Background: an optimization exercise with open tools, aiming at small area. Do not read the settings as production practice.
Function was checked by simulation only, so behaviour that the tests miss may differ from the original.
In runs 3 to 5 the design's own scripts or RTL, not TritonCTS, make the clock network.
The clock port is modelled as an ideal driver, which makes a skipped or thinned clock tree look cheaper than it is; a real chip needs a root buffer or a tree.
Power figures rest on the tool's default switching activity, not on a simulated workload.

--- design/flow/flow/run.sh ---
#!/bin/bash
# Standard ORFS layout, with port buffers of the smallest buffer cell and a
# clock tree without dummy loads. Each tool's output goes to ORFS's own
# logs under orfs/logs; make's output goes to flow_make.log here.
set -euo pipefail
export BUFFER_PORTS_ARGS="-buffer_cell sky130_fd_sc_hd__buf_1"
export CTS_ARGS="-sink_clustering_enable -repair_clock_nets -dont_use_dummy_load -buf_list {sky130_fd_sc_hd__clkbuf_2 sky130_fd_sc_hd__clkbuf_4 sky130_fd_sc_hd__clkbuf_8} -sink_clustering_size 30 -sink_clustering_max_diameter 80"
bash standard.sh finish > flow_make.log 2>&1
--- design/flow/standard.sh ---
#!/bin/bash
# synth_recipe.tcl (not shown) runs the flow's synth.tcl, then flattens the netlist and writes it again
# the make line also repeats each setting of config.mk as NAME=value (left out here)
make -C /OpenROAD-flow-scripts/flow DESIGN_CONFIG=/design/flow/config.mk WORK_HOME=/design/flow/orfs CLKGATE_MAP_FILE= SYNTH_SCRIPT=/design/flow/synth_recipe.tcl "${@:-finish}"
--- design/flow/config.mk ---
export PLATFORM = sky130hd
export DESIGN_NAME = fifo_wrapper
export DESIGN_NICKNAME = fifo_wrapper
export VERILOG_FILES = /design/flow/design.v
export SDC_FILE = /design/flow/constraint.sdc
export NUM_CORES = 4
export LEC_CHECK = 0
export CAP_MARGIN = 20
export CORE_MARGIN = 2
export CORE_UTILIZATION = 40
export CTS_BUF_LIST = sky130_fd_sc_hd__clkbuf_2 sky130_fd_sc_hd__clkbuf_4
export CTS_CLUSTER_DIAMETER = 60
export CTS_CLUSTER_SIZE = 20
export SLEW_MARGIN = 20
export SYNTH_HIERARCHICAL = 1
export SYNTH_MINIMUM_KEEP_SIZE = 0
--- design/flow/constraint.sdc ---
create_clock -name core_clock -period 5.0 [get_ports {clk}]
set_input_delay 1.0000 -clock core_clock [delete_from_list [all_inputs] [get_ports {clk}]]
set_output_delay 1.0000 -clock core_clock [all_outputs]
set_load 0.01 [all_outputs]
--- design/flow/design.v ---
module fifo_core (
    clk,
    reset,
    wr_en,
    rd_en,
    input_data,
    mem_data,
    full,
    empty,
    count
);
parameter DEPTH = 16;
parameter WIDTH = 8;
parameter POINTER_WIDTH = 4;
input clk;
input reset;
input wr_en;
input rd_en;
input [WIDTH-1:0] input_data;
output [DEPTH*WIDTH-1:0] mem_data;     
output full;
output empty;
output [POINTER_WIDTH:0] count;
reg [WIDTH-1:0] mem [DEPTH-1:0];
reg [POINTER_WIDTH:0] fifo_count;
assign full  = fifo_count[POINTER_WIDTH];
assign empty = (fifo_count == 0);
assign count = fifo_count;
wire push = wr_en && !full;
wire pop  = rd_en && !empty;
integer i;
always @(posedge clk) begin
    if (push) begin
        mem[0] <= input_data;
        for (i = 1; i < DEPTH; i = i + 1)
            mem[i] <= mem[i-1];
    end
end
always @(posedge clk or posedge reset) begin
    if (reset)
        fifo_count <= 0;
    else if (push)
        fifo_count <= fifo_count + 1'b1;
    else if (pop)
        fifo_count <= fifo_count - 1'b1;
end
genvar g;
generate
    for (g = 0; g < DEPTH; g = g + 1) begin : g_mem
        assign mem_data[g*WIDTH +: WIDTH] = mem[g];
    end
endgenerate
endmodule
module fifo_csr (
    clk,
    reset,
    avalon_address,
    avalon_write,
    avalon_read,
    avalon_writedata,
    avalon_readdata,
    full,
    empty,
    count,
    wr_en,
    rd_en,
    fifo_input_data,
    mem_data
);
parameter WIDTH = 8;
parameter DEPTH = 16;
parameter POINTER_WIDTH = 4;
input clk;
input reset;
input [1:0] avalon_address;
input avalon_write;
input avalon_read;
input [WIDTH-1:0] avalon_writedata;
output [WIDTH-1:0] avalon_readdata;
input full;
input empty;
input [POINTER_WIDTH:0] count;
output wr_en;
output rd_en;
output [WIDTH-1:0] fifo_input_data;
input [DEPTH*WIDTH-1:0] mem_data;
reg [WIDTH-1:0] control_reg;
reg [1:0] addr_q;
assign wr_en = avalon_write && (avalon_address == 2'b10);
assign rd_en = avalon_read && (avalon_address == 2'b01);
assign fifo_input_data = avalon_writedata;
always @(posedge clk or posedge reset) begin
    if (reset)
        control_reg <= 0;
    else if (avalon_write && avalon_address == 2'b11)
        control_reg <= avalon_writedata;
end
always @(posedge clk)
    addr_q <= avalon_address;
wire [WIDTH-1:0] status = {1'b0, full, empty, count};
wire csel = addr_q[1];
wire ssel = ~addr_q[1] & ~addr_q[0];
wire psel = ~addr_q[1] & addr_q[0];
wire [3:0] nlo;      
wire [3:0] nhi;      
wire [DEPTH-1:0] sel;
wire [3:0] c = count[3:0];
fifo_nand2 u_nlo0 (.a(~c[1]), .b(~c[0]), .y(nlo[0]));
fifo_nand2 u_nlo1 (.a(~c[1]), .b( c[0]), .y(nlo[1]));
fifo_nand2 u_nlo2 (.a( c[1]), .b(~c[0]), .y(nlo[2]));
fifo_nand2 u_nlo3 (.a( c[1]), .b( c[0]), .y(nlo[3]));
fifo_nand3 u_nhi0 (.a(~c[3]), .b(~c[2]), .c(psel), .y(nhi[0]));
fifo_nand3 u_nhi1 (.a(~c[3]), .b( c[2]), .c(psel), .y(nhi[1]));
fifo_nand3 u_nhi2 (.a( c[3]), .b(~c[2]), .c(psel), .y(nhi[2]));
fifo_nand3 u_nhi3 (.a( c[3]), .b( c[2]), .c(psel), .y(nhi[3]));
genvar g, b;
generate
    for (g = 0; g < DEPTH; g = g + 1) begin : g_sel
        fifo_nor2 u_sel (.a(nlo[g % 4]), .b(nhi[g / 4]), .y(sel[g]));
    end
    for (b = 0; b < WIDTH; b = b + 1) begin : g_bit
        wire [5:0] n;
        wire [1:0] h;
        fifo_aoi222 u_t0 (.a1(sel[0]),  .a2(mem_data[0*WIDTH+b]),
                          .b1(sel[1]),  .b2(mem_data[1*WIDTH+b]),
                          .c1(sel[2]),  .c2(mem_data[2*WIDTH+b]),  .y(n[0]));
        fifo_aoi222 u_t1 (.a1(sel[3]),  .a2(mem_data[3*WIDTH+b]),
                          .b1(sel[4]),  .b2(mem_data[4*WIDTH+b]),
                          .c1(sel[5]),  .c2(mem_data[5*WIDTH+b]),  .y(n[1]));
        fifo_aoi222 u_t2 (.a1(sel[6]),  .a2(mem_data[6*WIDTH+b]),
                          .b1(sel[7]),  .b2(mem_data[7*WIDTH+b]),
                          .c1(sel[8]),  .c2(mem_data[8*WIDTH+b]),  .y(n[2]));
        fifo_aoi222 u_t3 (.a1(sel[9]),  .a2(mem_data[9*WIDTH+b]),
                          .b1(sel[10]), .b2(mem_data[10*WIDTH+b]),
                          .c1(sel[11]), .c2(mem_data[11*WIDTH+b]), .y(n[3]));
        fifo_aoi222 u_t4 (.a1(sel[12]), .a2(mem_data[12*WIDTH+b]),
                          .b1(sel[13]), .b2(mem_data[13*WIDTH+b]),
                          .c1(sel[14]), .c2(mem_data[14*WIDTH+b]), .y(n[4]));
        if (b == WIDTH-1) begin : g_nostat
            fifo_aoi22 u_t5 (.a1(sel[15]), .a2(mem_data[15*WIDTH+b]),
                             .b1(csel),    .b2(control_reg[b]), .y(n[5]));
        end else begin : g_stat
            fifo_aoi222 u_t5 (.a1(sel[15]), .a2(mem_data[15*WIDTH+b]),
                              .b1(csel),    .b2(control_reg[b]),
                              .c1(ssel),    .c2(status[b]), .y(n[5]));
        end
        fifo_nand3 u_h0 (.a(n[0]), .b(n[1]), .c(n[2]), .y(h[0]));
        fifo_nand3 u_h1 (.a(n[3]), .b(n[4]), .c(n[5]), .y(h[1]));
        fifo_or2   u_o  (.a(h[0]), .b(h[1]), .y(avalon_readdata[b]));
    end
endgenerate
endmodule
module fifo_nand2 (a, b, y);
input a, b;
output y;
assign y = ~(a & b);
endmodule
module fifo_nand3 (a, b, c, y);
input a, b, c;
output y;
assign y = ~(a & b & c);
endmodule
module fifo_nor2 (a, b, y);
input a, b;
output y;
assign y = ~(a | b);
endmodule
module fifo_or2 (a, b, y);
input a, b;
output y;
assign y = a | b;
endmodule
module fifo_aoi22 (a1, a2, b1, b2, y);
input a1, a2, b1, b2;
output y;
assign y = ~((a1 & a2) | (b1 & b2));
endmodule
module fifo_aoi222 (a1, a2, b1, b2, c1, c2, y);
input a1, a2, b1, b2, c1, c2;
output y;
assign y = ~((a1 & a2) | (b1 & b2) | (c1 & c2));
endmodule
module fifo_wrapper (
    clk,
    reset,
    avalon_address,             
    avalon_write,               
    avalon_read,                
    avalon_writedata,           
    avalon_readdata,            
    avalon_status               
);
parameter WIDTH = 8;
parameter DEPTH = 16;
parameter POINTER_WIDTH = 4;
input clk;
input reset;
input [1:0] avalon_address;
input avalon_write;
input avalon_read;
input [WIDTH-1:0] avalon_writedata;
output [WIDTH-1:0] avalon_readdata;
output [1:0] avalon_status;
wire wr_en, rd_en;
wire full, empty;
wire [DEPTH*WIDTH-1:0] mem_data;
wire [POINTER_WIDTH:0] count;               
wire [WIDTH-1:0] fifo_input_data;
fifo_csr #(
    .WIDTH(WIDTH),
    .DEPTH(DEPTH),
    .POINTER_WIDTH(POINTER_WIDTH)
) csr_inst (
    .clk(clk),
    .reset(reset),
    .avalon_address(avalon_address),
    .avalon_write(avalon_write),
    .avalon_read(avalon_read),
    .avalon_writedata(avalon_writedata),
    .avalon_readdata(avalon_readdata),
    .full(full),
    .empty(empty),
    .wr_en(wr_en),
    .rd_en(rd_en),
    .fifo_input_data(fifo_input_data),
    .mem_data(mem_data),
    .count(count)
);
fifo_core #(
    .DEPTH(DEPTH),
    .WIDTH(WIDTH),
    .POINTER_WIDTH(POINTER_WIDTH)
) core_inst (
    .clk(clk),
    .reset(reset),
    .wr_en(wr_en),
    .rd_en(rd_en),
    .input_data(fifo_input_data),
    .mem_data(mem_data),
    .full(full),
    .empty(empty),
    .count(count)
);
assign avalon_status = {full, empty};
endmodule
==> results.txt, run 1 <==
status=no timing/DRC/antenna violations; Max Slew Vio Count=0; via count=2985; WL final=11.0 mm; PostCTS Resize Cnt=0; final core utilization=44.5%; maxcap violations=0; Met1 Wirelength=4.80 mm; post-route cell area=0.00586 mm2; Yosys reg bits=143; CP delay by family, top=simple AND/OR/NAND/NOR gates; met3 WL post-DR=827 um; Setup TNS=0 ns; Max rail drop VDD=0.000162 V; Setup-failing EPs final=0; initial antenna violation count=0; final setup skew=0.0108 ns; RePlAce Congestion=0.828; Arr. time, crit path=2.69 ns; via count of the first global-routing pass=2882; Mapped Area=0.00538 mm2; Worst EP required=4.00 ns; Hold Buf Count CTS=0; vias per cell=5.93; Area Growth Syn to Fin=8.92%; syn_area_per_cell=18.1 um2; DR iter-0 viols=472; post-DP HPWL=7.14 mm; top cell type's share of synthesized area=71.4%; crit end category=output pin; Largest register FFs=128; period utilization=73.8%; die width=120 um; crit-path max cell delay=0.69 ns; gr usage total=16.1%; Tmin final=3.69 ns; TritonCTS Buffers=17; total core area=0.0132 mm2; setup repair bufs after CTS=0; Final Hold Violating Endpoints=0; CP Buf/Inv Count=1; Root Driver=clkbuf_8; Synth Net Count=315; FP Rows=42; TritonCTS clock tree=done; clock tree buffer depth=2; top cells by area, synth=edfxtp_1 (71%), a222oi_1 (8.7%), dfrtp_1 (6.0%); yosys warns=9; drt pass-1 iters=6; Crit Path Category=register to output pin; clock sinks=143; final net count=347; Vert. Die Dim=120 um; crit-path cells=nor2b_1 > nand3_1 > nor2_1 > a222oi_1 > nand3_1 > or2_1 > buf_1; worst-margin pin slew=0.847 ns; grt ovf=0; Post-Syn Instances=297; RSZ-0062 raised after global routing=false; post-synth cell types=27; FMAX=0.271 GHz; pin count of the biggest net entering global routing=66; met2 WL=5.06 mm; Clk Latency, worst-skew pair=0.44 ns; Routed Antenna Nets=0; Port Buf Inserts=23; drt wl/cell=21.8 um; clock-pin slew on the worst setup and hold paths=0.06 ns; I/O pins=24; Slew HR=43.3%; first-pass GRT wire length=16.7 mm; fraction of layout cells with a size suffix above 1=10.4%; Area after DPL=0.00563 mm2; Most common cell on crit path=nand3_1; cell taking the most area after synthesis=edfxtp_1; pwr dens=431 mW/mm2; P_leak=1.90 nW; startpoint types=register; Critical Path Slowest Stage Cell=nor2_1; top sig layer=met4; # diodes=0; crit path max fanout=10; Hold Crit Class=input pin to asynchronous set/reset pin; starting utilization of the core area=40.8%; DRC viols=0; Seq/Total Area, Yosys=78.2%; Total Die Area=0.0144 mm2; htree depth=4
-- Yosys stat by module (local to each module, per instance), a selection --
module / cells / flip-flops and latches / cell area, um2 / times used
fifo_aoi22: 1 / 0 / 12.5 / 1
fifo_aoi222: 1 / 0 / 10.0 / 47
fifo_wrapper: 2 / 0 / 15.0 / 1
fifo_nand2: 1 / 0 / 3.75 / 4
fifo_nor2: 1 / 0 / 3.75 / 16
fifo_or2: 1 / 0 / 6.26 / 8
fifo_nand3: 1 / 0 / 5.00 / 20
-- layer usage --
metal	global-route usage, %	vias to the layer above
met5	0	-
met3	3.80	21
met1	22.6	1508
met2	23.3	149
li1	-	1307
met4	8.60	0
-- cell usage after synthesis --
| cell type | number |
|---|---|
| a21o_1 | 2 |
| a21o_4 | 1 |
| a21oi_1 | 3 |
| a222oi_1 | 47 |
| a22oi_2 | 1 |
| and3b_2 | 1 |
| buf_4 | 11 |
| dfrtp_1 | 13 |
| dfxtp_1 | 2 |
| edfxtp_1 | 128 |
| fa_1 | 1 |
| ha_1 | 3 |
| inv_1 | 10 |
| mux2_2 | 8 |
| mux2_4 | 3 |
| nand2_1 | 7 |
| nand2b_1 | 1 |
| nand3_1 | 20 |
| nand3_4 | 1 |
| nand4_1 | 1 |
| nor2_1 | 19 |
| nor2b_1 | 1 |
| nor3_1 | 1 |
| o221ai_1 | 1 |
| or2_1 | 8 |
| xnor2_1 | 1 |
| xor2_1 | 2 |
-- path summary, 6_finish.rpt --
kind	from	to	slack, ns	depth (start not counted)
max in group asynchronous	reset	csr_inst.control_reg[1]	4.19	2
min in group core_clock	core_inst.mem[5][6]	core_inst.mem[6][6]	0.45	0
setup reg to reg	core_inst.fifo_count[4]	core_inst.mem[11][0]	2.78	4
hold / removal	reset	core_inst.fifo_count[4]	0.45	2
setup / recovery	csr_inst.addr_q[1]	avalon_readdata[4]	1.31	7
hold reg to reg	core_inst.mem[5][6]	core_inst.mem[6][6]	0.45	0
-- kinds of logic after synthesis --
group	count (synthesis)	synth area share (%)
AOI/OAI and AO/OA	55	9.97
muxes	11	2.51
xor gates and xnor gates	3	0.488
and+or+nand+nor	60	5.55
DFF	143	78.2
adders and majority gates	4	1.07
buffers and inverters	21	2.23
-- metrics by stage --
stage | setup WS [ns] | power (mW) | hold slack, ns | instances
6_report | 1.31 | 2.53 | 0.450 | 503
3_5_place_dp | 1.75 | 1.90 | 0.431 | 486
3_3_place_gp | 1.78 | 1.89 | 0.429 | 486
2_1_floorplan | 0.532 | 1.77 | 0.425 | 297
4_1_cts | 1.28 | 2.56 | 0.427 | 503
5_1_grt | 1.14 | 2.65 | 0.455 | 503
-- cells in the final DEF (no fill, tap or decap) --
cell type | synthesis | final
xnor2_1 | 1 | 1
ha_1 | 3 | 3
a222oi_1 | 47 | 47
nand4_1 | 1 | 1
mux2_2 | 8 | 8
nor2_1 | 19 | 19
and3b_2 | 1 | 1
fa_1 | 1 | 1
a21o_1 | 2 | 2
a21oi_1 | 3 | 3
mux2_4 | 3 | 3
clkbuf_8 | 0 | 17
nor2b_1 | 1 | 1
nand3_4 | 1 | 1
inv_4 | 0 | 1
a21o_4 | 1 | 1
inv_1 | 10 | 9
buf_12 | 0 | 1
buf_1 | 0 | 23
nor3_1 | 1 | 1
nand2_1 | 7 | 7
a22oi_2 | 1 | 1
dfxtp_1 | 2 | 2
nand3_1 | 20 | 20
xor2_1 | 2 | 2
edfxtp_1 | 128 | 128
dfrtp_1 | 13 | 13
o221ai_1 | 1 | 1
nand2b_1 | 1 | 1
or2_1 | 8 | 8
-- report_power, final --
part,internal [mW],switching (mW)
logic,0.166,0.234
clock network,0.299,0.355
registers,1.39,0.0868
total,1.85,0.675
-- area by class of cell --
| class | count | area [um2] |
|---|---|---|
| fillers | 1142 | 7330 |
| flip-flops and latches | 143 | 4210 |
| multi-input cells | 133 | 1050 |
| clock buffers | 17 | 234 |
| well taps | 176 | 220 |
| repair buffers | 24 | 106 |
| inverters | 10 | 40.0 |
==> run 2, diff against run 1 <==
==> design/flow/run.sh (new file) <==
#!/bin/bash
# synth_recipe.tcl (not shown) runs the flow's synth.tcl, then flattens the netlist and writes it again
# the make line also repeats each setting of config.mk as NAME=value (left out here)
make -C /OpenROAD-flow-scripts/flow DESIGN_CONFIG=/design/flow/config.mk WORK_HOME=/design/flow/orfs CLKGATE_MAP_FILE= SYNTH_SCRIPT=/design/flow/synth_recipe.tcl finish
removed: design/flow/flow/run.sh
removed: design/flow/standard.sh
==> results.txt, run 2 <==
Area Growth Syn to Fin=11.8%; Most common cell on crit path=nand3_1; ys flop type=edfxtp_1; WL final=10.4 mm (-5.4%); gr usage total=15.4% (-0.75 points); placed cells=487 (+0.21%); grt met3 use=4.47% (+0.67 points); Synth Net Count=315 (unchanged); first-pass GRT wire length=16.2 mm (-3.1%); pwr dens=423 mW/mm2 (-1.9%); final net count=348 (+0.29%); Slew HR=43.7% (+0.45 points); Hold Crit Class=register to register; RePlAce Congestion=0.787 (-5.0%); I/O pins=24 (unchanged); RSZ-0062 raised after global routing=false; grt ovf=0 (unchanged); post-synth cell types=27 (unchanged); Mapped Area=0.00538 mm2 (unchanged); Final Non-Filler Cells=519 (+3.2%); clock tree buffer depth=2 (unchanged); FMAX=0.238 GHz (-12%); FF-to-FF setup slack=2.87 ns (+0.09 ns); Final Hold Violating Endpoints=0 (unchanged); drt wl/cell=20.0 um (-8.3%); Root Driver=clkbuf_4; startpoint types=register; Max Slew Vio Count=0 (unchanged); clock sinks=143 (unchanged); Post-Syn Instances=297 (unchanged); yosys warns=9 (unchanged); total core area=0.0132 mm2 (unchanged); crit path max fanout=10 (unchanged); Yosys reg bits=143 (unchanged); crit end category=output pin; TritonCTS Buffers=17 (unchanged); busiest grt layer=met1; Tmin final=4.20 ns (+0.509 ns); met1 Usage GRT=22.4% (-0.24 points); DR iter-0 viols=451 (-4.4%); Setup-failing EPs final=0 (unchanged); Hold Buf Count CTS=0 (unchanged); Largest register FFs=128 (unchanged); cell taking the most area after synthesis=edfxtp_1; final setup skew=0.0153 ns (+0.00453 ns); PostCTS Resize Cnt=0 (unchanged); final worst setup slack=0.802 ns (-0.509 ns); Crit Path Category=register to output pin; die width=120 um (unchanged); Seq/Total Area, Yosys=78.2% (unchanged); Worst EP required=4.00 ns (about the same); Port Buf Inserts=23 (unchanged); # diodes=0 (unchanged); Max rail drop VDD=0.000248 V (+53%); Clk Latency, worst-skew pair=0.51 ns (+0.07 ns); period utilization=84.0% (+10 points); Critical Path Slowest Stage Cell=nor2_1; drt pass-1 iters=6 (unchanged); via count of the first global-routing pass=2787 (-3.3%); crit-path cells=nor2b_1 > nand3_1 > nor2_1 > a222oi_1 > nand3_1 > or2_1 > clkdlybuf4s50_1; fraction of layout cells with a size suffix above 1=13.1% (+2.7 points); clock-pin slew on the worst setup and hold paths=0.12 ns (+0.06 ns); starting utilization of the core area=40.8% (unchanged); Routed Antenna Nets=0 (unchanged); top cells by area, synth=edfxtp_1 (71%), a222oi_1 (8.7%), dfrtp_1 (6.0%); setup repair bufs after CTS=0 (unchanged); Synth top cells by count=edfxtp_1 (128), a222oi_1 (47), nand3_1 (20); Placement Setup Slack=1.31 ns (-0.442 ns); Setup TNS=0 ns (unchanged); FP Rows=42 (unchanged); via count=2949 (-1.2%); most common cell after layout, fill and taps aside=edfxtp_1; Vert. Die Dim=120 um (unchanged); commonest non-fill, non-tap cells in the layout=edfxtp_1 (128), a222oi_1 (47), clkdlybuf4s50_1 (23); Area after DPL=0.00578 mm2 (+2.7%); crit-path max cell delay=0.69 ns (about the same); P_leak=1.97 nW (+3.9%); top-count cell post-synth=edfxtp_1; post-route cell area=0.00602 mm2 (+2.6%); post-DP HPWL=7.10 mm (-0.57%); top cell type's share of synthesized area=71.4% (unchanged); Arr. time, crit path=3.20 ns (+0.51 ns); status=no timing/DRC/antenna violations; pin count of the biggest net entering global routing=54 (-18%); TritonCTS clock tree=done; worst-margin pin slew=0.841 ns (-0.00668 ns); initial antenna violation count=0 (unchanged); met2 Track Usage GR=22.1% (-1.2 points); htree depth=4 (unchanged); DRC viols=0 (unchanged); Post-synth EDFFs=128 (unchanged); vias per cell=5.68 (-4.3%); maxcap violations=0 (unchanged); syn_area_per_cell=18.1 um2 (unchanged); Total Die Area=0.0144 mm2 (unchanged); share of flip-flops with an asynchronous set or reset=9.09% (unchanged)
run 2: cell counts after synthesis:
No cell type changed its count.
run 2: worst max-delay path, delay by kind of cell (launching register included):
family / cells / cell delay (ns)
AO/OA/AOI/OAI: 1 / 0.25
buffers and inverters: 1 / 0.54
AND/OR/NAND/NOR: 5 / 1.49
flip-flops: 1 / 0.42
run 2: metrics by stage:
| step | hold slack (ns) | util [%] | power [mW] |
|---|---|---|---|
| after floorplan | 0.425 | - | 1.77 |
| after global placement | 0.429 | 43.8 | 1.94 |
| after detailed placement | 0.435 | 43.8 | 1.96 |
| after CTS | 0.450 | 45.6 | 2.58 |
| after global routing | 0.464 | 45.6 | 2.68 |
| final | 0.447 | 45.6 | 2.55 |
run 2: power by group:
group	switching, mW	internal [mW]	total (mW)
sequential	0.0830	1.39	1.47
clock	0.380	0.241	0.621
combinational	0.235	0.221	0.456
run 2: cells by family after synthesis:
kind of cell	after synthesis	synth area share (%)
compound gates	55	9.97
xor+xnor	3	0.488
fa+ha+maj	4	1.07
buf+inv	21	2.23
flops	143	78.2
mux	11	2.51
simple gates	60	5.55
run 2: layer usage:
layer,share of wire (%),vias to the layer above
met4,0.84,0
met2,46,131
met3,6.9,5
li1,-,1329
met1,46,1484
met5,0,-
run 2: path summary, 6_finish.rpt:
| kind | from | to | depth (start not counted) |
|---|---|---|---|
| worst max-delay path | csr_inst.addr_q[1] | avalon_readdata[4] | 7 |
| worst min-delay path | core_inst.mem[10][4] | core_inst.mem[11][4] | 0 |
| worst max register to register | core_inst.fifo_count[4] | core_inst.mem[9][4] | 4 |
| worst min register to register | core_inst.mem[10][4] | core_inst.mem[11][4] | 0 |
| max in group asynchronous | reset | csr_inst.control_reg[1] | 2 |
| min in group asynchronous | reset | core_inst.fifo_count[4] | 2 |
run 2: layout make-up:
type	count	area [um2]
multi-input combinational	133	1050
clock inverter	14	101
inverter	10	40.0
tap	176	220
sequential	143	4210
fill	1127	7170
clock buffer	18	135
timing repair buffer	25	258
run 2: per-module statistics from Yosys (local to each module, per instance), excerpt:
module,cells,times used,flip-flops and latches,cell area (um2)
fifo_wrapper,2,1,0,15.0
fifo_aoi22,1,1,0,12.5
fifo_aoi222,1,47,0,10.0
fifo_or2,1,8,0,6.26
fifo_nand3,1,20,0,5.00
fifo_nand2,1,4,0,3.75
fifo_nor2,1,16,0,3.75
==> run 3, diff against run 2 <==
==> design/flow/flow/run.sh (new file) <==
#!/bin/bash
# Standard ORFS layout with two changes: port buffers use the smallest
# buffer cell, and the clock tree is a root buffer driving a few leaf
# buffers, each for one cluster of registers (flow/mycts.tcl, run as the
# CTS step's PRE_CTS_TCL hook). ORFS writes each tool's log under
# orfs/logs; make's own output goes to flow_make.log here.
set -euo pipefail
here=$(pwd)
export BUFFER_PORTS_ARGS="-buffer_cell sky130_fd_sc_hd__buf_1"
export PRE_CTS_TCL="$here/flow/mycts.tcl"
export MYCTS_ROOT=sky130_fd_sc_hd__clkbuf_4
export MYCTS_LEAF=sky130_fd_sc_hd__clkbuf_8
export MYCTS_NLEAF=8
export MYCTS_NX=2
bash standard.sh finish > flow_make.log 2>&1
==> design/flow/flow/mycts.tcl (new file) <==
# Manual clock tree: the clock port drives a root buffer, which drives
# NLEAF leaf buffers, each driving the clock pins of one cluster of
# registers (clusters split by position).  NLEAF 0: root drives all.
proc mycts { root_master leaf_master nleaf {nx 0} } {
  set db [ord::get_db]
  set block [ord::get_db_block]
  set clk [$block findNet clk]
  set sinks {}
  foreach it [$clk getITerms] {
    lappend sinks $it
  }
  # root buffer near the centroid of the sinks
  set sx 0; set sy 0; set n 0
  foreach it $sinks {
    set b [[$it getInst] getBBox]
    set sx [expr {$sx + ([$b xMin] + [$b xMax]) / 2}]
    set sy [expr {$sy + ([$b yMin] + [$b yMax]) / 2}]
    incr n
  }
  set cx [expr {$sx / $n}]; set cy [expr {$sy / $n}]
  set rm [$db findMaster $root_master]
  set root [odb::dbInst_create $block $rm clkbuf_root]
  set rnet [odb::dbNet_create $block clknet_root]
  $rnet setSigType CLOCK
  $root setLocation $cx $cy
  $root setPlacementStatus PLACED
  foreach it $sinks { $it disconnect }
  [$root findITerm A] connect $clk
  [$root findITerm X] connect $rnet
  if { $nleaf == 0 } {
    foreach it $sinks { $it connect $rnet }
    return
  }
  # split sinks into nleaf groups: sort by x into nx columns, then each by y
  set pts {}
  foreach it $sinks {
    set b [[$it getInst] getBBox]
    lappend pts [list $it [expr {([$b xMin] + [$b xMax]) / 2}] [expr {([$b yMin] + [$b yMax]) / 2}]]
  }
  if { $nx == 0 } { set nx [expr {$nleaf >= 4 ? 2 : 1}] }
  if { $nleaf == 2 && $nx == 0 } { set nx 2 }
  set ny [expr {$nleaf / $nx}]
  set pts [lsort -integer -index 1 $pts]
  set per [expr {int(ceil(double([llength $pts]) / $nx))}]
  set k 0
  for {set i 0} {$i < $nx} {incr i} {
    set col [lrange $pts [expr {$i * $per}] [expr {($i + 1) * $per - 1}]]
    set col [lsort -integer -index 2 $col]
    set per2 [expr {int(ceil(double([llength $col]) / $ny))}]
    for {set j 0} {$j < $ny} {incr j} {
      set grp [lrange $col [expr {$j * $per2}] [expr {($j + 1) * $per2 - 1}]]
      if { [llength $grp] == 0 } { continue }
      set gx 0; set gy 0
      foreach p $grp { set gx [expr {$gx + [lindex $p 1]}]; set gy [expr {$gy + [lindex $p 2]}] }
      set gx [expr {$gx / [llength $grp]}]; set gy [expr {$gy / [llength $grp]}]
      set lm [$db findMaster $leaf_master]
      set leaf [odb::dbInst_create $block $lm clkbuf_leaf_$k]
      set lnet [odb::dbNet_create $block clknet_leaf_$k]
      $lnet setSigType CLOCK
      $leaf setLocation $gx $gy
      $leaf setPlacementStatus PLACED
      [$leaf findITerm A] connect $rnet
      [$leaf findITerm X] connect $lnet
      foreach p $grp { [lindex $p 0] connect $lnet }
      incr k
    }
  }
}

# Used as ORFS's PRE_CTS_TCL hook: build the tree here and make the
# step's own clock_tree_synthesis call a no-op.
mycts $::env(MYCTS_ROOT) $::env(MYCTS_LEAF) $::env(MYCTS_NLEAF) $::env(MYCTS_NX)
proc clock_tree_synthesis { args } {
  puts "clock tree built by flow/mycts.tcl"
}
==> design/flow/standard.sh (new file) <==
#!/bin/bash
# synth_recipe.tcl (not shown) runs the flow's synth.tcl, then flattens the netlist and writes it again
# the make line also repeats each setting of config.mk as NAME=value (left out here)
make -C /OpenROAD-flow-scripts/flow DESIGN_CONFIG=/design/flow/config.mk WORK_HOME=/design/flow/orfs CLKGATE_MAP_FILE= SYNTH_SCRIPT=/design/flow/synth_recipe.tcl "${@:-finish}"
==> design/flow/config.mk (replaced) <==
export PLATFORM = sky130hd
export DESIGN_NAME = fifo_wrapper
export DESIGN_NICKNAME = fifo_wrapper
export VERILOG_FILES = /design/flow/design.v
export SDC_FILE = /design/flow/constraint.sdc
export NUM_CORES = 4
export LEC_CHECK = 0
export CAP_MARGIN = 20
export CORE_MARGIN = 2
export CORE_UTILIZATION = 70
export SLEW_MARGIN = 20
export SYNTH_HIERARCHICAL = 1
export SYNTH_MINIMUM_KEEP_SIZE = 0
removed: design/flow/run.sh
==> results.txt, run 3 <==
FP Rows=31 (-26%); WL final=10.1 mm (-2.4%); Mapped Area=0.00538 mm2 (unchanged); startpoint types=register; RSZ-0062 raised after global routing=false; Synth top cells by count=edfxtp_1 (128), a222oi_1 (47), nand3_1 (20); worst hold slack=0.448 ns (+0.000466 ns); worst-margin pin slew=0.861 ns (+0.0203 ns); top-count cell post-synth=edfxtp_1; yosys warns=9 (unchanged); final worst setup slack=1.31 ns (+0.510 ns); Yosys reg bits=143 (unchanged); Hold Crit Class=register to register; Worst EP required=4.00 ns (about the same); # diodes=0 (unchanged); Synth Net Count=315 (unchanged); top cell type's share of synthesized area=71.4% (unchanged); clock-pin slew on the worst setup and hold paths=0.11 ns (about the same); Final Hold Violating Endpoints=0 (unchanged); Routed Antenna Nets=0 (unchanged); share of flip-flops with an asynchronous set or reset=9.09% (unchanged); Worst R2R End=core_inst.mem[2][1]; most common cell after layout, fill and taps aside=edfxtp_1; crit-path max cell delay=0.69 ns (about the same); initial antenna violation count=0 (unchanged); Arr. time, crit path=2.69 ns (-0.51 ns); pin count of the biggest net entering global routing=75 (+39%); Max Slew Vio Count=0 (unchanged); fraction of layout cells with a size suffix above 1=8.15% (-5.0 points); die width=91.7 um (-24%); DR iter-0 viols=486 (+7.8%); ys flop type=edfxtp_1; Vert. Die Dim=91.7 um (-24%); P_leak=1.84 nW (-6.8%); Max rail drop VDD=0.000239 V (-3.5%); final setup skew=0.0129 ns (-0.00247 ns); drt pass-1 iters=6 (unchanged); via count=2986 (+1.3%); Total Die Area=0.00841 mm2 (-42%); drt wl/cell=24.3 um (+21%); crit end category=output pin; total core area=0.00737 mm2 (-44%); Area Growth Syn to Fin=4.97%; gr usage total=24.3% (+8.9 points); Setup-failing EPs final=0 (unchanged); pwr dens=412 mW/mm2 (-2.5%); RePlAce Congestion=0.812 (+3.2%); status=no timing/DRC/antenna violations; Placement Setup Slack=1.89 ns (+0.583 ns); Setup TNS=0 ns (unchanged); crit path max fanout=10 (unchanged); Min-Delay Endpoint=core_inst.mem[14][6]; Slew HR=42.4% (-1.4 points); starting utilization of the core area=73.1% (+32 points); Most common cell on crit path=nand3_1; maxcap violations=0 (unchanged); FF-to-FF setup slack=2.85 ns (-0.02 ns); Critical Path Slowest Stage Cell=nor2_1; Hold Path Stages=0 (unchanged); setup repair bufs after CTS=0 (unchanged); Seq/Total Area, Yosys=78.2% (unchanged); worst hold start=core_inst.mem[13][6]; Crit Path Category=register to output pin; PostCTS Resize Cnt=0 (unchanged); commonest non-fill, non-tap cells in the layout=edfxtp_1 (128), a222oi_1 (47), buf_1 (23); Post-synth EDFFs=128 (unchanged); r2r startpoint=core_inst.fifo_count[4]; grt ovf=0 (unchanged); Hold Buf Count CTS=0 (unchanged); top cells by area, synth=edfxtp_1 (71%), a222oi_1 (8.7%), dfrtp_1 (6.0%); DRC viols=0 (unchanged); Clk Latency, worst-skew pair=0.46 ns (-0.05 ns); period utilization=73.8% (-10 points); final net count=339 (-2.6%); syn_area_per_cell=18.1 um2 (unchanged); R2R depth=4 (unchanged); cell taking the most area after synthesis=edfxtp_1; Tmin final=3.69 ns (-0.510 ns); first-pass GRT wire length=15.6 mm (-3.8%); I/O pins=24 (unchanged); via count of the first global-routing pass=2870 (+3.0%); FMAX=0.271 GHz (+14%); Post-Syn Instances=297 (unchanged); post-synth cell types=27 (unchanged); Largest register FFs=128 (unchanged); vias per cell=7.14 (+26%); crit-path cells=nor2b_1 > nand3_1 > nor2_1 > a222oi_1 > nand3_1 > or2_1 > buf_1; Port Buf Inserts=23 (unchanged); post-DP HPWL=6.83 mm (-3.8%)
-- run 3: cell types whose count changed in the layout (fill, tap and decap cells not counted), sizes merged --
cell,before,now
clkinvlp,2,0
buf,2,24
clkinv,11,0
clkdlybuf4s50,23,0
bufinv,1,0
clkbuf,18,9
-- run 3: power breakdown --
part           leakage [nW]  switching [mW]  internal, mW
logic                 0.448           0.232         0.167
clock network        0.0621           0.305         0.153
registers              1.33          0.0870          1.39
total                  1.84           0.624          1.71
-- run 3: stage by stage --
| step | power [mW] | util (%) | cell area [um2] | cells |
|---|---|---|---|---|
| global placement | 1.88 | 75.1 | 5530 | 409 |
| global route | 2.43 | 76.7 | 5650 | 418 |
| floorplan | 1.77 | - | 5380 | 297 |
| finish | 2.33 | 76.7 | 5650 | 418 |
| detailed placement | 1.90 | 75.1 | 5530 | 409 |
| CTS | 2.25 | 76.7 | 5650 | 418 |
-- run 3: how the worst max path moves through the flow --
| stage | to | slack [ns] | startpoint |
|---|---|---|---|
| finish | avalon_readdata[2] | 1.31 | csr_inst.addr_q[1] |
| global route | avalon_readdata[2] | 1.15 | csr_inst.addr_q[1] |
| CTS | avalon_readdata[1] | 1.85 | csr_inst.addr_q[1] |
| detailed placement | avalon_readdata[1] | 1.89 | csr_inst.addr_q[1] |
| global placement | avalon_readdata[1] | 1.91 | csr_inst.addr_q[1] |
| floorplan | core_inst.fifo_count[1] | 0.53 | avalon_write |
-- run 3: layer usage --
metal / vias up / track usage (%) / wire (um)
met5: - / 0 / 0
met4: 0 / 7.71 / 371
met3: 30 / 2.47 / 1000
met2: 197 / 36.6 / 4600
met1: 1464 / 38.7 / 4160
li1: 1295 / - / -
-- run 3: Yosys stat by module, one instance, submodules excluded, a selection --
module / cells / flip-flops and latches / cell area (um2) / copies in the design
fifo_aoi22: 1 / 0 / 12.5 / 1
fifo_nand2: 1 / 0 / 3.75 / 4
fifo_nor2: 1 / 0 / 3.75 / 16
fifo_or2: 1 / 0 / 6.26 / 8
fifo_aoi222: 1 / 0 / 10.0 / 47
fifo_wrapper: 2 / 0 / 15.0 / 1
fifo_nand3: 1 / 0 / 5.00 / 20
-- run 3: final cells by class --
cell class,count,area [um2]
well taps,99,124
flip-flops and latches,143,4210
multi-input cells,133,1050
fillers,450,1720
repair buffers,24,106
inverters,10,40.0
plain buffers,9,118
-- run 3: cell families after synthesis --
family | synth area share [%]
mux | 2.51
buf+inv | 2.23
xor+xnor | 0.488
simple gates | 5.55
compound gates | 9.97
flops | 78.2
fa+ha+maj | 1.07
-- run 3: worst max-delay path, delay by kind of cell, from the launching register on --
kind | cells | cell delay (ns)
buf+inv | 1 | 0.15
compound gates | 1 | 0.26
flops | 1 | 0.42
simple gates | 5 | 1.40
==> run 4, diff against run 3 <==
--- a/design/flow/config.mk
+++ b/design/flow/config.mk
@@ -7,7 +7,7 @@
 export LEC_CHECK = 0
 export CAP_MARGIN = 20
 export CORE_MARGIN = 2
-export CORE_UTILIZATION = 70
+export CORE_UTILIZATION = 40
 export SLEW_MARGIN = 20
 export SYNTH_HIERARCHICAL = 1
 export SYNTH_MINIMUM_KEEP_SIZE = 0
==> results.txt, run 4 <==
DRC viols=0 (unchanged); fraction of layout cells with a size suffix above 1=8.15% (unchanged); total core area=0.0132 mm2 (+79%); Final Hold Violating Endpoints=0 (unchanged); Clk Latency, worst-skew pair=0.49 ns (+0.03 ns); Clock power frac=20.2% (+0.6 points); via count=2867 (-4.0%); gr usage total=14.7% (-9.6 points); worst-margin pin slew=0.814 ns (-0.0466 ns); worst hold slack=0.381 ns (-0.0665 ns); Most common cell on crit path=nand3_1; P_leak=1.84 nW (unchanged); power share of the combinational group=17.0% (about the same); post-route cell area=0.00575 mm2 (+1.7%); cell taking the most area after synthesis=edfxtp_1; syn_area_per_cell=18.1 um2 (unchanged); ys flop type=edfxtp_1; Post-Syn Instances=297 (unchanged); most common cell after layout, fill and taps aside=edfxtp_1; # fillers=1151 (+160%); Max Slew Vio Count=0 (unchanged); final setup skew=0.00969 ns (-0.00320 ns); Critical Path Slowest Stage Cell=nor2_1; status=no timing/DRC/antenna violations; crit-path cells=nor2b_1 > nand3_1 > nor2_1 > a222oi_1 > nand3_1 > or2_1 > buf_1; I/O pins=24 (unchanged); sequential share of power=62.7% (-0.5 points); Routed Antenna Nets=0 (unchanged); grt ovf=0 (unchanged); Total Die Area=0.0144 mm2 (+71%); maxcap violations=0 (unchanged); FMAX=0.265 GHz (-2.3%); Synth top cells by count=edfxtp_1 (128), a222oi_1 (47), nand3_1 (20); Tmin final=3.78 ns (+0.0873 ns); vias per cell=5.79 (-19%); Synth Net Count=315 (unchanged); clock-pin slew on the worst setup and hold paths=0.11 ns (about the same); Net Sw Frac=27.3% (+0.56 points); drt wl/cell=21.8 um (-10%); crit path max fanout=10 (unchanged); pwr dens=408 mW/mm2 (-0.98%); final net count=339 (unchanged); top cell type's share of synthesized area=71.4% (unchanged); Setup-failing EPs final=0 (unchanged); post-synth cell types=27 (unchanged); Yosys reg bits=143 (unchanged); setup repair bufs after CTS=0 (unchanged); period utilization=75.5% (+1.7 points); area of the multi-input gates=0.00105 mm2 (unchanged); FP Rows=42 (+35%); Max rail drop VDD=0.000174 V (-27%); commonest non-fill, non-tap cells in the layout=edfxtp_1 (128), a222oi_1 (47), buf_1 (23); CP delay by family, top=simple AND/OR/NAND/NOR gates; yosys warns=9 (unchanged); Hold Buf Count CTS=0 (unchanged); Slew HR=45.5% (+3.1 points); Setup TNS=0 ns (unchanged); Register Area=0.00421 mm2 (unchanged); DR iter-0 viols=411 (-15%); Vert. Die Dim=120 um (+31%); pin count of the biggest net entering global routing=66 (-12%); Arr. time, crit path=2.78 ns (+0.09 ns); Area Growth Syn to Fin=6.76%; Post-synth EDFFs=128 (unchanged); Hold Crit Class=input pin to asynchronous set/reset pin; top cells by area, synth=edfxtp_1 (71%), a222oi_1 (8.7%), dfrtp_1 (6.0%); Crit Path Category=register to output pin; WL final=10.8 mm (+6.3%); # diodes=0 (unchanged); RePlAce Congestion=0.828 (+2.0%); drt pass-1 iters=5 (-1); RSZ-0062 raised after global routing=false; Port Buf Inserts=23 (unchanged); via count of the first global-routing pass=2758 (-3.9%); Largest register FFs=128 (unchanged); post-DP HPWL=7.14 mm (+4.5%); PostCTS Resize Cnt=0 (unchanged); die width=120 um (+31%); NetSw=641 uW (+2.8%); first-pass GRT wire length=16.4 mm (+5.4%); Mapped Area=0.00538 mm2 (unchanged); Pint=1.71 mW (about the same); crit end category=output pin; Worst EP required=4.00 ns (about the same); Seq/Total Area, Yosys=78.2% (unchanged); CP Buf/Inv Count=1 (unchanged); startpoint types=register; crit-path max cell delay=0.65 ns (-0.04 ns); Area after DPL=0.00563 mm2 (+1.7%); share of flip-flops with an asynchronous set or reset=9.09% (unchanged); top-count cell post-synth=edfxtp_1; starting utilization of the core area=40.8% (-32 points); initial antenna violation count=0 (unchanged)
[run 4: cell counts in the layout (fill, tap and decap cells not counted)]
Identical to the previous run, type by type.
[run 4: path summary, 6_finish.rpt]
kind | depth (start not counted) | startpoint | slack [ns] | end
min in group core_clock | 0 | core_inst.mem[12][7] | 0.46 | core_inst.mem[13][7]
max in group asynchronous | 2 | reset | 4.27 | csr_inst.control_reg[4]
min | 2 | reset | 0.38 | core_inst.fifo_count[3]
max | 7 | csr_inst.addr_q[1] | 1.22 | avalon_readdata[4]
max reg2reg | 4 | core_inst.fifo_count[4] | 2.78 | core_inst.mem[11][0]
min reg2reg | 0 | core_inst.mem[12][7] | 0.46 | core_inst.mem[13][7]
[run 4: layout make-up]
| cell class | instances | share of cell area, % |
|---|---|---|
| flip-flops and latches | 143 | 73.2 |
| multi-input cells | 133 | 18.4 |
| well taps | 176 | 3.83 |
| plain buffers | 9 | 2.05 |
| repair buffers | 24 | 1.85 |
| inverters | 10 | 0.697 |
[run 4: power groups by stage]
stage	logic (mW)	clock network, mW	registers [mW]
after floorplan	0.303	0	1.47
after global placement	0.393	0	1.50
after detailed placement	0.400	0	1.50
after CTS	0.402	0.348	1.50
after global routing	0.441	0.527	1.48
final	0.400	0.474	1.47
[run 4: cell families (layout without fill, tap and decap cells)]
kind of cell / count (synthesis) / count (layout) / share of synthesized area (%)
simple gates: 60 / 60 / 5.55
buf+inv: 21 / 43 / 2.23
compound gates: 55 / 55 / 9.97
flops: 143 / 143 / 78.2
xor+xnor: 3 / 3 / 0.488
mux: 11 / 11 / 2.51
fa+ha+maj: 4 / 4 / 1.07
[run 4: per-module statistics from Yosys (local to each module, per instance), excerpt]
module / cells / area, um2 / copies in the design / flip-flops and latches
fifo_aoi22: 1 / 12.5 / 1 / 0
fifo_wrapper: 2 / 15.0 / 1 / 0
fifo_nor2: 1 / 3.75 / 16 / 0
fifo_nand2: 1 / 3.75 / 4 / 0
fifo_or2: 1 / 6.26 / 8 / 0
fifo_nand3: 1 / 5.00 / 20 / 0
fifo_aoi222: 1 / 10.0 / 47 / 0
[run 4: metrics by stage]
stage	worst slack, ns	std cells	total power, mW	util (%)
floorplan	0.532	297	1.77	-
global placement	1.78	486	1.89	42.7
detailed placement	1.75	486	1.90	42.7
CTS	1.75	495	2.25	43.6
global route	1.07	495	2.45	43.6
finish	1.22	495	2.35	43.6
[run 4: routing by layer]
metal	global-route usage, %	vias to the layer above	routed length, um
li1	-	1291	-
met1	22.7	1459	4890
met2	22.7	94	5050
met3	0.998	23	540
met4	3.97	0	302
met5	0	-	0
==> run 5, diff against run 4 <==
==> design/flow/design.v (replaced) <==
module fifo_core (
    clk,
    reset,
    wr_req_n,
    rd_en,
    input_data,
    mem_data,
    full,
    empty,
    count,
    count_n
);
parameter DEPTH = 16;
parameter WIDTH = 8;
parameter POINTER_WIDTH = 4;
input clk;
input reset;
input wr_req_n;                           
input rd_en;                           
input [WIDTH-1:0] input_data;
output [DEPTH*WIDTH-1:0] mem_data;     
output full;
output empty;
output [POINTER_WIDTH:0] count;
output [POINTER_WIDTH-1:0] count_n;    
reg [WIDTH-1:0] mem [DEPTH-1:0];
reg [POINTER_WIDTH:0] fifo_count;
wire [POINTER_WIDTH:0] count_next;
wire [4:0] c = fifo_count;
wire [3:0] cn;
wire push, pop, nonempty;
wire n01, n23, cn4;
assign full    = c[4];
assign count   = fifo_count;
assign count_n = cn;
fifo_inv   u_cn0 (.a(c[0]), .y(cn[0]));
fifo_inv   u_cn1 (.a(c[1]), .y(cn[1]));
fifo_inv   u_cn2 (.a(c[2]), .y(cn[2]));
fifo_inv   u_cn3 (.a(c[3]), .y(cn[3]));
fifo_inv   u_cn4  (.a(c[4]), .y(cn4));
fifo_nor2  u_n01  (.a(c[0]), .b(c[1]), .y(n01));
fifo_nor2  u_n23  (.a(c[2]), .b(c[3]), .y(n23));
fifo_nand3 u_ne   (.a(n01), .b(n23), .c(cn4), .y(nonempty));
fifo_inv   u_e    (.a(nonempty), .y(empty));
fifo_nor2  u_push (.a(c[4]), .b(wr_req_n), .y(push));
fifo_and2  u_pop  (.a(nonempty), .b(rd_en), .y(pop));
wire nu1, nd1, u2, d2, nu3, nd3, u4, d4;
wire t0n, t1, t2n, t3, t4n;
fifo_nand2 u_nu1 (.a(push), .b(c[0]),  .y(nu1));
fifo_nand2 u_nd1 (.a(pop),  .b(cn[0]), .y(nd1));
fifo_nor2  u_u2  (.a(nu1),  .b(cn[1]), .y(u2));
fifo_nor2  u_d2  (.a(nd1),  .b(c[1]),  .y(d2));
fifo_nand2 u_nu3 (.a(u2),   .b(c[2]),  .y(nu3));
fifo_nand2 u_nd3 (.a(d2),   .b(cn[2]), .y(nd3));
fifo_nor2  u_u4  (.a(nu3),  .b(cn[3]), .y(u4));
fifo_nor2  u_d4  (.a(nd3),  .b(c[3]),  .y(d4));
fifo_nor2  u_t0  (.a(push), .b(pop), .y(t0n));
fifo_nand2 u_t1  (.a(nu1),  .b(nd1), .y(t1));
fifo_nor2  u_t2  (.a(u2),   .b(d2),  .y(t2n));
fifo_nand2 u_t3  (.a(nu3),  .b(nd3), .y(t3));
fifo_nor2  u_t4  (.a(u4),   .b(d4),  .y(t4n));
fifo_xnor2 u_x0 (.a(c[0]), .b(t0n), .y(count_next[0]));
fifo_xor2  u_x1 (.a(c[1]), .b(t1),  .y(count_next[1]));
fifo_xnor2 u_x2 (.a(c[2]), .b(t2n), .y(count_next[2]));
fifo_xor2  u_x3 (.a(c[3]), .b(t3),  .y(count_next[3]));
fifo_xnor2 u_x4 (.a(c[4]), .b(t4n), .y(count_next[4]));
integer i;
always @(posedge clk) begin
    if (push) begin
        mem[0] <= input_data;
        for (i = 1; i < DEPTH; i = i + 1)
            mem[i] <= mem[i-1];
    end
end
always @(posedge clk or posedge reset) begin
    if (reset)
        fifo_count <= 0;
    else
        fifo_count <= count_next;
end
genvar g;
generate
    for (g = 0; g < DEPTH; g = g + 1) begin : g_mem
        assign mem_data[g*WIDTH +: WIDTH] = mem[g];
    end
endgenerate
endmodule
module fifo_inv (a, y);
input a;
output y;
assign y = ~a;
endmodule
module fifo_and2 (a, b, y);
input a, b;
output y;
assign y = a & b;
endmodule
module fifo_nand2 (a, b, y);
input a, b;
output y;
assign y = ~(a & b);
endmodule
module fifo_nand3 (a, b, c, y);
input a, b, c;
output y;
assign y = ~(a & b & c);
endmodule
module fifo_nor2 (a, b, y);
input a, b;
output y;
assign y = ~(a | b);
endmodule
module fifo_xor2 (a, b, y);
input a, b;
output y;
assign y = a ^ b;
endmodule
module fifo_xnor2 (a, b, y);
input a, b;
output y;
assign y = ~(a ^ b);
endmodule
module fifo_and3 (a, b, c, y);
input a, b, c;
output y;
assign y = a & b & c;
endmodule
module fifo_nand4 (a, b, c, d, y);
input a, b, c, d;
output y;
assign y = ~(a & b & c & d);
endmodule
module fifo_aoi22 (a1, a2, b1, b2, y);
input a1, a2, b1, b2;
output y;
assign y = ~((a1 & a2) | (b1 & b2));
endmodule
module fifo_aoi222 (a1, a2, b1, b2, c1, c2, y);
input a1, a2, b1, b2, c1, c2;
output y;
assign y = ~((a1 & a2) | (b1 & b2) | (c1 & c2));
endmodule
module fifo_csr (
    clk,
    reset,
    avalon_address,
    avalon_write,
    avalon_read,
    avalon_writedata,
    avalon_readdata,
    full,
    empty,
    count,
    count_n,
    wr_req_n,
    rd_en,
    fifo_input_data,
    mem_data
);
parameter WIDTH = 8;
parameter DEPTH = 16;
parameter POINTER_WIDTH = 4;
input clk;
input reset;
input [1:0] avalon_address;
input avalon_write;
input avalon_read;
input [WIDTH-1:0] avalon_writedata;
output [WIDTH-1:0] avalon_readdata;
input full;
input empty;
input [POINTER_WIDTH:0] count;
input [POINTER_WIDTH-1:0] count_n;
output wr_req_n;                       
output rd_en;
output [WIDTH-1:0] fifo_input_data;
input [DEPTH*WIDTH-1:0] mem_data;
reg [WIDTH-1:0] control_reg;
reg control_set;                    
reg [1:0] addr_q;
wire ctrl_we = avalon_write && (avalon_address == 2'b11);
assign wr_req_n = !(avalon_write && (avalon_address == 2'b10));
assign rd_en = avalon_read && (avalon_address == 2'b01);
assign fifo_input_data = avalon_writedata;
always @(posedge clk)
    if (ctrl_we)
        control_reg <= avalon_writedata;
always @(posedge clk or posedge reset) begin
    if (reset)
        control_set <= 1'b0;
    else if (ctrl_we)
        control_set <= 1'b1;
end
always @(posedge clk)
    addr_q <= avalon_address;
wire [WIDTH-1:0] status = {1'b0, full, empty, count};
wire csel, ssel, psel, aq0n;
fifo_and2  u_csel (.a(addr_q[1]), .b(control_set), .y(csel));
fifo_nor2  u_ssel (.a(addr_q[1]), .b(addr_q[0]), .y(ssel));
fifo_inv   u_aq0n (.a(addr_q[0]), .y(aq0n));
fifo_nor2  u_psel (.a(addr_q[1]), .b(aq0n), .y(psel));
wire [3:0] nlo;      
wire [3:0] nhi;      
wire [DEPTH-1:0] sel;
wire [3:0] c  = count[3:0];
wire [3:0] cn = count_n;
fifo_nand2 u_nlo0 (.a(cn[1]), .b(cn[0]), .y(nlo[0]));
fifo_nand2 u_nlo1 (.a(cn[1]), .b( c[0]), .y(nlo[1]));
fifo_nand2 u_nlo2 (.a( c[1]), .b(cn[0]), .y(nlo[2]));
fifo_nand2 u_nlo3 (.a( c[1]), .b( c[0]), .y(nlo[3]));
fifo_nand3 u_nhi0 (.a(cn[3]), .b(cn[2]), .c(psel), .y(nhi[0]));
fifo_nand3 u_nhi1 (.a(cn[3]), .b( c[2]), .c(psel), .y(nhi[1]));
fifo_nand3 u_nhi2 (.a( c[3]), .b(cn[2]), .c(psel), .y(nhi[2]));
fifo_nand3 u_nhi3 (.a( c[3]), .b( c[2]), .c(psel), .y(nhi[3]));
genvar g, b;
generate
    for (g = 0; g < DEPTH; g = g + 1) begin : g_sel
        fifo_nor2 u_sel (.a(nlo[g % 4]), .b(nhi[g / 4]), .y(sel[g]));
    end
    for (b = 0; b < WIDTH; b = b + 1) begin : g_bit
        wire [5:0] n;
        wire h;
        fifo_aoi222 u_t0 (.a1(sel[0]),  .a2(mem_data[0*WIDTH+b]),
                          .b1(sel[1]),  .b2(mem_data[1*WIDTH+b]),
                          .c1(sel[2]),  .c2(mem_data[2*WIDTH+b]),  .y(n[0]));
        fifo_aoi222 u_t1 (.a1(sel[3]),  .a2(mem_data[3*WIDTH+b]),
                          .b1(sel[4]),  .b2(mem_data[4*WIDTH+b]),
                          .c1(sel[5]),  .c2(mem_data[5*WIDTH+b]),  .y(n[1]));
        fifo_aoi222 u_t2 (.a1(sel[6]),  .a2(mem_data[6*WIDTH+b]),
                          .b1(sel[7]),  .b2(mem_data[7*WIDTH+b]),
                          .c1(sel[8]),  .c2(mem_data[8*WIDTH+b]),  .y(n[2]));
        fifo_aoi222 u_t3 (.a1(sel[9]),  .a2(mem_data[9*WIDTH+b]),
                          .b1(sel[10]), .b2(mem_data[10*WIDTH+b]),
                          .c1(sel[11]), .c2(mem_data[11*WIDTH+b]), .y(n[3]));
        fifo_aoi222 u_t4 (.a1(sel[12]), .a2(mem_data[12*WIDTH+b]),
                          .b1(sel[13]), .b2(mem_data[13*WIDTH+b]),
                          .c1(sel[14]), .c2(mem_data[14*WIDTH+b]), .y(n[4]));
        if (b == WIDTH-1) begin : g_nostat
            fifo_aoi22 u_t5 (.a1(sel[15]), .a2(mem_data[15*WIDTH+b]),
                             .b1(csel),    .b2(control_reg[b]), .y(n[5]));
        end else begin : g_stat
            fifo_aoi222 u_t5 (.a1(sel[15]), .a2(mem_data[15*WIDTH+b]),
                              .b1(csel),    .b2(control_reg[b]),
                              .c1(ssel),    .c2(status[b]), .y(n[5]));
        end
        fifo_and3  u_h (.a(n[0]), .b(n[1]), .c(n[2]), .y(h));
        fifo_nand4 u_o (.a(h), .b(n[3]), .c(n[4]), .d(n[5]), .y(avalon_readdata[b]));
    end
endgenerate
endmodule
module fifo_wrapper (
    clk,
    reset,
    avalon_address,             
    avalon_write,               
    avalon_read,                
    avalon_writedata,           
    avalon_readdata,            
    avalon_status               
);
parameter WIDTH = 8;
parameter DEPTH = 16;
parameter POINTER_WIDTH = 4;
input clk;
input reset;
input [1:0] avalon_address;
input avalon_write;
input avalon_read;
input [WIDTH-1:0] avalon_writedata;
output [WIDTH-1:0] avalon_readdata;
output [1:0] avalon_status;
wire wr_req_n, rd_en;
wire full, empty;
wire [DEPTH*WIDTH-1:0] mem_data;
wire [POINTER_WIDTH:0] count;               
wire [WIDTH-1:0] fifo_input_data;
wire [POINTER_WIDTH-1:0] count_n;
fifo_csr #(
    .WIDTH(WIDTH),
    .DEPTH(DEPTH),
    .POINTER_WIDTH(POINTER_WIDTH)
) csr_inst (
    .clk(clk),
    .reset(reset),
    .avalon_address(avalon_address),
    .avalon_write(avalon_write),
    .avalon_read(avalon_read),
    .avalon_writedata(avalon_writedata),
    .avalon_readdata(avalon_readdata),
    .full(full),
    .empty(empty),
    .wr_req_n(wr_req_n),
    .rd_en(rd_en),
    .fifo_input_data(fifo_input_data),
    .mem_data(mem_data),
    .count(count),
    .count_n(count_n)
);
fifo_core #(
    .DEPTH(DEPTH),
    .WIDTH(WIDTH),
    .POINTER_WIDTH(POINTER_WIDTH)
) core_inst (
    .clk(clk),
    .reset(reset),
    .wr_req_n(wr_req_n),
    .rd_en(rd_en),
    .input_data(fifo_input_data),
    .mem_data(mem_data),
    .full(full),
    .empty(empty),
    .count(count),
    .count_n(count_n)
);
assign avalon_status = {full, empty};
endmodule
==> results.txt, run 5 <==
final net count=320 (-5.6%); R2R depth=8 (+4); RePlAce Congestion=0.829 (about the same); Worst EP required=4.00 ns (about the same); first-pass GRT wire length=14.7 mm (-10%); PostCTS Resize Cnt=0 (unchanged); crit end category=output pin; ys flop type=edfxtp_1; status=no timing/DRC/antenna violations; Area Growth Syn to Fin=6.96%; clock-pin slew on the worst setup and hold paths=0.11 ns (about the same); maxcap violations=0 (unchanged); final worst setup slack=1.41 ns (+0.186 ns); Clk Latency, worst-skew pair=0.48 ns (about the same); DR iter-0 viols=511 (+24%); # diodes=0 (unchanged); Post-Syn Instances=282 (-5.1%); Arr. time, crit path=2.59 ns (-0.19 ns); Net Sw Frac=26.4% (-0.93 points); WL final=9.43 mm (-12%); Hold Buf Count CTS=0 (unchanged); sequential share of power=65.9% (+3.2 points); Post-synth EDFFs=136 (+6.3%); drt wl/cell=19.8 um (-9.0%); syn_area_per_cell=18.5 um2 (+2.3%); worst-margin pin slew=0.710 ns (-0.104 ns); via count of the first global-routing pass=2516 (-8.8%); Placement Setup Slack=1.92 ns (+0.174 ns); top cells by area, synth=edfxtp_1 (78%), a222oi_1 (9.0%), dfrtp_1 (2.9%); P_leak=1.70 nW (-7.5%); most common cell after layout, fill and taps aside=edfxtp_1; Mapped Area=0.00523 mm2 (-2.9%); setup repair bufs after CTS=0 (unchanged); power share of the combinational group=13.2% (-3.8 points); pwr dens=404 mW/mm2 (-1.0%); Hold Crit Class=input pin to asynchronous set/reset pin; die width=118 um (-1.4%); Tmin final=3.59 ns (-0.186 ns); top cell type's share of synthesized area=78.1% (+6.7 points); drt pass-1 iters=6 (+1); Routed Antenna Nets=0 (unchanged); top-count cell post-synth=edfxtp_1; share of flip-flops with an asynchronous set or reset=4.17% (-4.9 points); worst hold slack=0.321 ns (-0.0605 ns); Slew HR=52.7% (+7.2 points); final setup skew=0.0114 ns (+0.00170 ns); Synth Net Count=296 (-6.0%); cell taking the most area after synthesis=edfxtp_1; Total Die Area=0.0140 mm2 (-2.8%); fraction of layout cells with a size suffix above 1=4.28% (-3.9 points); Max rail drop VDD=0.000145 V (-17%); Vert. Die Dim=118 um (-1.4%); Yosys reg bits=144 (+0.70%); pin count of the biggest net entering global routing=131 (+98%); initial antenna violation count=0 (unchanged); Clock power frac=21.0% (+0.8 points); FP Rows=41 (-2.4%); commonest non-fill, non-tap cells in the layout=edfxtp_1 (136), a222oi_1 (47), nor2_1 (27); via count=2717 (-5.2%); vias per cell=5.71 (-1.4%); grt ovf=0 (unchanged); Seq/Total Area, Yosys=81.7% (+3.5 points); period utilization=71.8% (-3.7 points); DRC viols=0 (unchanged); Pint=1.66 mW (-2.4%); post-DP HPWL=6.41 mm (-10%); startpoint types=register; crit path max fanout=8 (-2); Final Hold Violating Endpoints=0 (unchanged); I/O pins=24 (unchanged); RSZ-0062 raised after global routing=false; Port Buf Inserts=23 (unchanged); starting utilization of the core area=41.3% (+0.46 points); NetSw=596 uW (-7.0%); gr usage total=13.1% (-1.6 points); Tot Pwr=2.26 mW (-3.7%); Max Slew Vio Count=0 (unchanged); Setup TNS=0 ns (unchanged); Crit Path Category=register to output pin; FMAX=0.279 GHz (+5.2%); post-synth cell types=19 (-30%); Largest register FFs=128 (unchanged); Synth top cells by count=edfxtp_1 (136), a222oi_1 (47), nor2_1 (28); total core area=0.0127 mm2 (-3.9%); yosys warns=9 (unchanged); Setup-failing EPs final=0 (unchanged)
==> run 5: through the flow <==
stage / cells / utilization (%) / cell area [um2]
final: 476 / 44.1 / 5590
after detailed placement: 467 / 43.2 / 5480
after global placement: 467 / 43.2 / 5480
after floorplan: 282 / - / 5240
after CTS: 476 / 44.1 / 5590
after global routing: 476 / 44.1 / 5590
==> run 5: cell families (layout without fill, tap and decap cells) <==
| kind of cell | Yosys count | after routing | synth area share (%) |
|---|---|---|---|
| flops | 144 | 144 | 81.7 |
| buf+inv | 20 | 42 | 2.22 |
| compound gates | 49 | 49 | 9.40 |
| xor+xnor | 5 | 5 | 0.837 |
| simple gates | 64 | 64 | 5.81 |
==> run 5: cell type report <==
cell class                      count  area, um2
Fill cell                        1106       7080
Sequential cell                   144       4270
Multi-Input combinational cell    118        847
Tap cell                          172        215
Buffer                              9        118
Timing Repair Buffer               24        106
Inverter                            9       33.8
==> run 5: final timing paths <==
| kind | startpoint | endpoint | slack [ns] |
|---|---|---|---|
| setup / recovery | csr_inst.addr_q[0] | avalon_readdata[2] | 1.41 |
| hold / removal | reset | csr_inst.control_set | 0.32 |
| setup reg to reg | core_inst.fifo_count[4] | core_inst.fifo_count[4] | 2.92 |
| hold reg to reg | core_inst.mem[8][1] | core_inst.mem[9][1] | 0.46 |
| max in group asynchronous | reset | core_inst.fifo_count[1] | 4.44 |
| min in group core_clock | core_inst.mem[8][1] | core_inst.mem[9][1] | 0.46 |
==> run 5: per-layer routing <==
metal / wire length (um) / track usage, %
met1: 4350 / 20.8
met2: 4300 / 20.2
met3: 595 / 0.676
met4: 191 / 2.33
met5: 0 / 0
==> run 5: power by group through the flow <==
stage,Combinational [mW],Clock (mW),Sequential (mW)
floorplan,0.216,0,1.49
global route,0.325,0.526,1.50
finish,0.298,0.474,1.49
global placement,0.292,0,1.51
CTS,0.298,0.349,1.52
detailed placement,0.299,0,1.51
==> run 5: worst max-delay path, cell delays in order, from the launching register on <==
cell	delay [ns]
dfxtp_1	0.35
inv_1	0.04
nor2_1	0.23
nand3_1	0.18
nor2_1	0.55
a222oi_1	0.24
and3_1	0.21
nand4_1	0.12
buf_1	0.19
==> run 5: per-module statistics from Yosys, one instance, submodules excluded, a selection <==
| module | cells inside | flip-flops and latches | times used | area [um2] |
|---|---|---|---|---|
| fifo_wrapper | 2 | 0 | 1 | 15.0 |
| fifo_aoi22 | 1 | 0 | 1 | 12.5 |
| fifo_aoi222 | 1 | 0 | 47 | 10.0 |
| fifo_xnor2 | 1 | 0 | 3 | 8.76 |
| fifo_xor2 | 1 | 0 | 2 | 8.76 |
| fifo_and2 | 1 | 0 | 2 | 6.26 |
| fifo_and3 | 1 | 0 | 8 | 6.26 |
| fifo_nand4 | 1 | 0 | 8 | 6.26 |
| fifo_nand3 | 1 | 0 | 5 | 5.00 |
| fifo_inv | 1 | 0 | 7 | 3.75 |
| fifo_nand2 | 1 | 0 | 10 | 3.75 |
| fifo_nor2 | 1 | 0 | 28 | 3.75 |

## re-timing with driven ports
Ports are ideal in the flow. The routed layouts listed here were re-timed in OpenROAD.
Step 1, drivers: a clkbuf_16 drives clk and a buf_2 each remaining input, both assumed.
Step 2 also shifts input and output timing later by t, the mid clock arrival at the registers, as if the neighbouring blocks saw the same clock.
a / b / c = ideal ports / drivers / drivers and shift; a / b = the first two.
run | t, ns | slack for setup (ns) | hold slack, ns | worst data-port slew with drivers (ns)
run 1 | 0.461 | 1.310 / 1.277 / 1.738 | 0.450 / 0.439 / 0.450 | 0.03
run 2 | 0.540 | 0.802 / 0.767 / 1.307 | 0.447 / 0.447 / 0.447 | 0.04
run 3 | 0.485 | 1.311 / 1.283 / 1.768 | 0.448 / 0.448 / 0.448 | 0.03
run 4 | 0.512 | 1.224 / 1.193 / 1.705 | 0.381 / 0.370 / 0.461 | 0.03
run 5 | 0.503 | 1.411 / 1.383 / 1.886 | 0.321 / 0.315 / 0.458 | 0.03
After both steps setup and hold are still met in every run listed.
